From an optimization exercise on the open Yosys and OpenROAD flow, aimed at small area and a short achievable clock period; shortcuts taken in it are not production practice. The RTL was checked by simulation tests, not by an equivalence proof against the original design.

Setup of job 7904:
Design mult_top, start of the top module:
module mult_top(
    input clk,
    input  [15:0] x,
    input  [15:0] y,
    output reg [31:0] p_out
    );
For scale: about 1100 cells after synthesis, ~67 flip-flops, ~65 I/O pins, ~6100 um2 of cells after synthesis.
export LEC_CHECK = 0
export ABC_AREA = 1
export CAP_MARGIN = 20
export CORE_MARGIN = 2
export CORE_UTILIZATION = 40
export SETUP_SLACK_MARGIN = 3.0
export SLEW_MARGIN = 20
create_clock -name core_clock -period 7.0 [get_ports {clk}]
standard.sh (not shown) runs the stock make flow with config.mk's settings and CLKGATE_MAP_FILE= SYNTH_SCRIPT=/design/flow/synth_recipe.tcl, a recipe that flattens the netlist after the stock synthesis.
==> flow/flow/run.sh <==
#!/bin/bash
# Layout flow: the standard ORFS flow (standard.sh) with these changes:
#  - synthesis runs flow/synth.tcl: synth_recipe.tcl with ABC using flow/abc.script;
#  - Yosys's full/half adder extraction is off (ADDER_MAP_FILE empty), so ABC
#    maps the adders itself;
#  - the port buffers are sky130_fd_sc_hd__buf_2 instead of the delay buffer
#    buffer_ports picks by default.
# make's full output goes to flow_make.log; each tool's log is under orfs/logs/.
set -euo pipefail
cd "$(dirname "$0")/.."
export FLOW_ABC_SCRIPT="$PWD/flow/abc.script"
sed "s#synth_recipe.tcl#flow/synth.tcl#" standard.sh > flow_standard.sh
bash flow_standard.sh ADDER_MAP_FILE= "BUFFER_PORTS_ARGS=-buffer_cell sky130_fd_sc_hd__buf_2" finish > flow_make.log 2>&1
==> flow/flow/abc.script <==
strash
dch
map -B 0.9
topo
==> flow/flow/synth.tcl <==
# synth_recipe.tcl (the standard synthesis) with one change: the abc call uses
# flow/abc.script in place of ORFS's ABC script.
proc synth {args} { yosys synth -nofsm -noshare {*}$args }
proc abc {args} {
  set i [lsearch -exact $args -script]
  lset args [expr {$i + 1}] $::env(FLOW_ABC_SCRIPT)
  yosys abc {*}$args
}
source $::env(SCRIPTS_DIR)/synth.tcl
# left out here: clear keep_hierarchy, flatten, clean up, hide names made inside functions, write 1_2_yosys.v
[inputs] job 2074 vs job 7904
==> flow/run.sh (new file) <==
#!/bin/bash
# synth_recipe.tcl (not shown) runs the flow's synth.tcl, then flattens the netlist and writes it again
# the make line also repeats each setting of config.mk as NAME=value (left out here)
make -C /OpenROAD-flow-scripts/flow DESIGN_CONFIG=/design/flow/config.mk WORK_HOME=/design/flow/orfs CLKGATE_MAP_FILE= SYNTH_SCRIPT=/design/flow/synth_recipe.tcl finish
==> flow/config.mk <==
export PLATFORM = sky130hd
export DESIGN_NAME = mult_top
export DESIGN_NICKNAME = mult_top
export VERILOG_FILES = /design/flow/design.v
export SDC_FILE = /design/flow/constraint.sdc
export NUM_CORES = 4
export LEC_CHECK = 0
export CAP_MARGIN = 20
export CORE_MARGIN = 2
export CORE_UTILIZATION = 40
export SLEW_MARGIN = 20
removed: flow/flow/run.sh
removed: flow/flow/abc.script
removed: flow/flow/synth.tcl
removed: flow/standard.sh
--- outcome ---
Job 2074: done, clean on timing, DRC and antenna. Well tap count, job 7904 and job 2074: lower on job 7904. Compared with job 7904, job 2074 shows a global-route track usage on met3 that is 0.37 points lower. Looking at count of clock-buffer cells in the layout, job 2074 sits below job 7904. Measured against each other, job 7904 and job 2074 differ in count of non-filler cells in the finished layout, the higher figure coming from job 7904. Job 2074 ends up with lower fmax than job 7904 does.
Relative to job 2074, the following input files were edited for job 4924:
==> flow/flow/run.sh (new file) <==
#!/bin/bash
# Layout flow: the standard ORFS flow (standard.sh) with Yosys's full/half
# adder extraction turned off (ADDER_MAP_FILE empty), so that ABC maps the
# adders itself. Everything else, including the synthesis script, is standard.
set -euo pipefail
cd "$(dirname "$0")/.."
bash standard.sh ADDER_MAP_FILE= finish > flow_make.log 2>&1
==> flow/standard.sh (new file) <==
#!/bin/bash
# synth_recipe.tcl (not shown) runs the flow's synth.tcl, then flattens the netlist and writes it again
# the make line also repeats each setting of config.mk as NAME=value (left out here)
make -C /OpenROAD-flow-scripts/flow DESIGN_CONFIG=/design/flow/config.mk WORK_HOME=/design/flow/orfs CLKGATE_MAP_FILE= SYNTH_SCRIPT=/design/flow/synth_recipe.tcl "${@:-finish}"
-- flow/config.mk --
<<< job 2074, line 6
export NUM_CORES = 4
export LEC_CHECK = 0
export CAP_MARGIN = 20
export CORE_MARGIN = 2
>>> job 4924, line 6
export NUM_CORES = 4
export LEC_CHECK = 0
export ABC_AREA = 1
export CAP_MARGIN = 20
export CORE_MARGIN = 2
removed: flow/run.sh
### Flow results
- Between job 4924 and job 2074, count of unique library cells instantiated by Yosys is higher for job 2074, job 4924 comes in under that.
- Going from job 2074 to job 4924, relative slew slack shrinks by 14 points.
- The core utilization of job 2074 and that of job 4924 are within noise of each other.
For job 2435, these inputs were changed with respect to job 4924:
==> flow/flow/run.sh <==
#!/bin/bash
# Layout flow: the standard ORFS flow (standard.sh) with two changes:
#  - Yosys's full/half adder extraction is off (ADDER_MAP_FILE empty), so ABC
#    maps the adders itself;
#  - the port buffers are sky130_fd_sc_hd__buf_2 instead of the delay buffer
#    buffer_ports picks by default.
set -euo pipefail
cd "$(dirname "$0")/.."
bash standard.sh ADDER_MAP_FILE= "BUFFER_PORTS_ARGS=-buffer_cell sky130_fd_sc_hd__buf_2" finish > flow_make.log 2>&1
-- flow/config.mk --
<<< job 4924, line 10
export CORE_MARGIN = 2
export CORE_UTILIZATION = 40
export SLEW_MARGIN = 20
>>> job 2435, line 10
export CORE_MARGIN = 2
export CORE_UTILIZATION = 40
export SETUP_SLACK_MARGIN = 3.0
export SLEW_MARGIN = 20
Results
Job 2435 completed; timing, DRC and antenna clean. Final cell count across job 2435 and job 4924: no real change. Comparing job 2435 and job 4924, the lower non-clock buffer share of cell area is on job 2435. Taking job 4924 as the reference point, the setup slack of job 2435 rises by 1.33 ns.

-- what the ideal ports hide --
The flow's constraints put no driver on any port. The routed layouts listed below were extracted and timed again, unchanged, in two steps. Step 1 sets driving cells, clkbuf_16 on the clock port and buf_2 on the other inputs (assumed; they add their load-dependent delay and slew). Step 2 adds t to the input delays and takes it off the output delays; t is the mean of the earliest and latest rising clock arrival at the registers after step 1. Input paths then give back, and output paths get back, about the clock's delay inside the block. Three values: ideal ports, drivers, drivers and shift; two values: the first two.
| run | t (ns) | slack for setup (ns) | worst hold slack (ns) | worst data-port slew with drivers (ns) |
|---|---|---|---|---|
| job 7904 | 0.376 | 3.261 / 3.263 / 2.888 | 0.548 / 0.548 / 0.548 | 0.05 |
| job 2074 | 0.368 | 1.014 / 1.014 / 1.014 | 0.549 / 0.549 / 0.549 | 0.05 |
| job 4924 | 0.367 | 1.951 / 1.964 / 1.597 | 0.572 / 0.572 / 0.572 | 0.04 |
| job 2435 | 0.373 | 3.286 / 3.289 / 2.916 | 0.548 / 0.548 / 0.548 | 0.04 |
After both steps every run listed still meets setup and hold. For job 7904, which loses most, drivers alone change the setup slack by +0.002 ns; drivers and shift together by -0.373 ns.
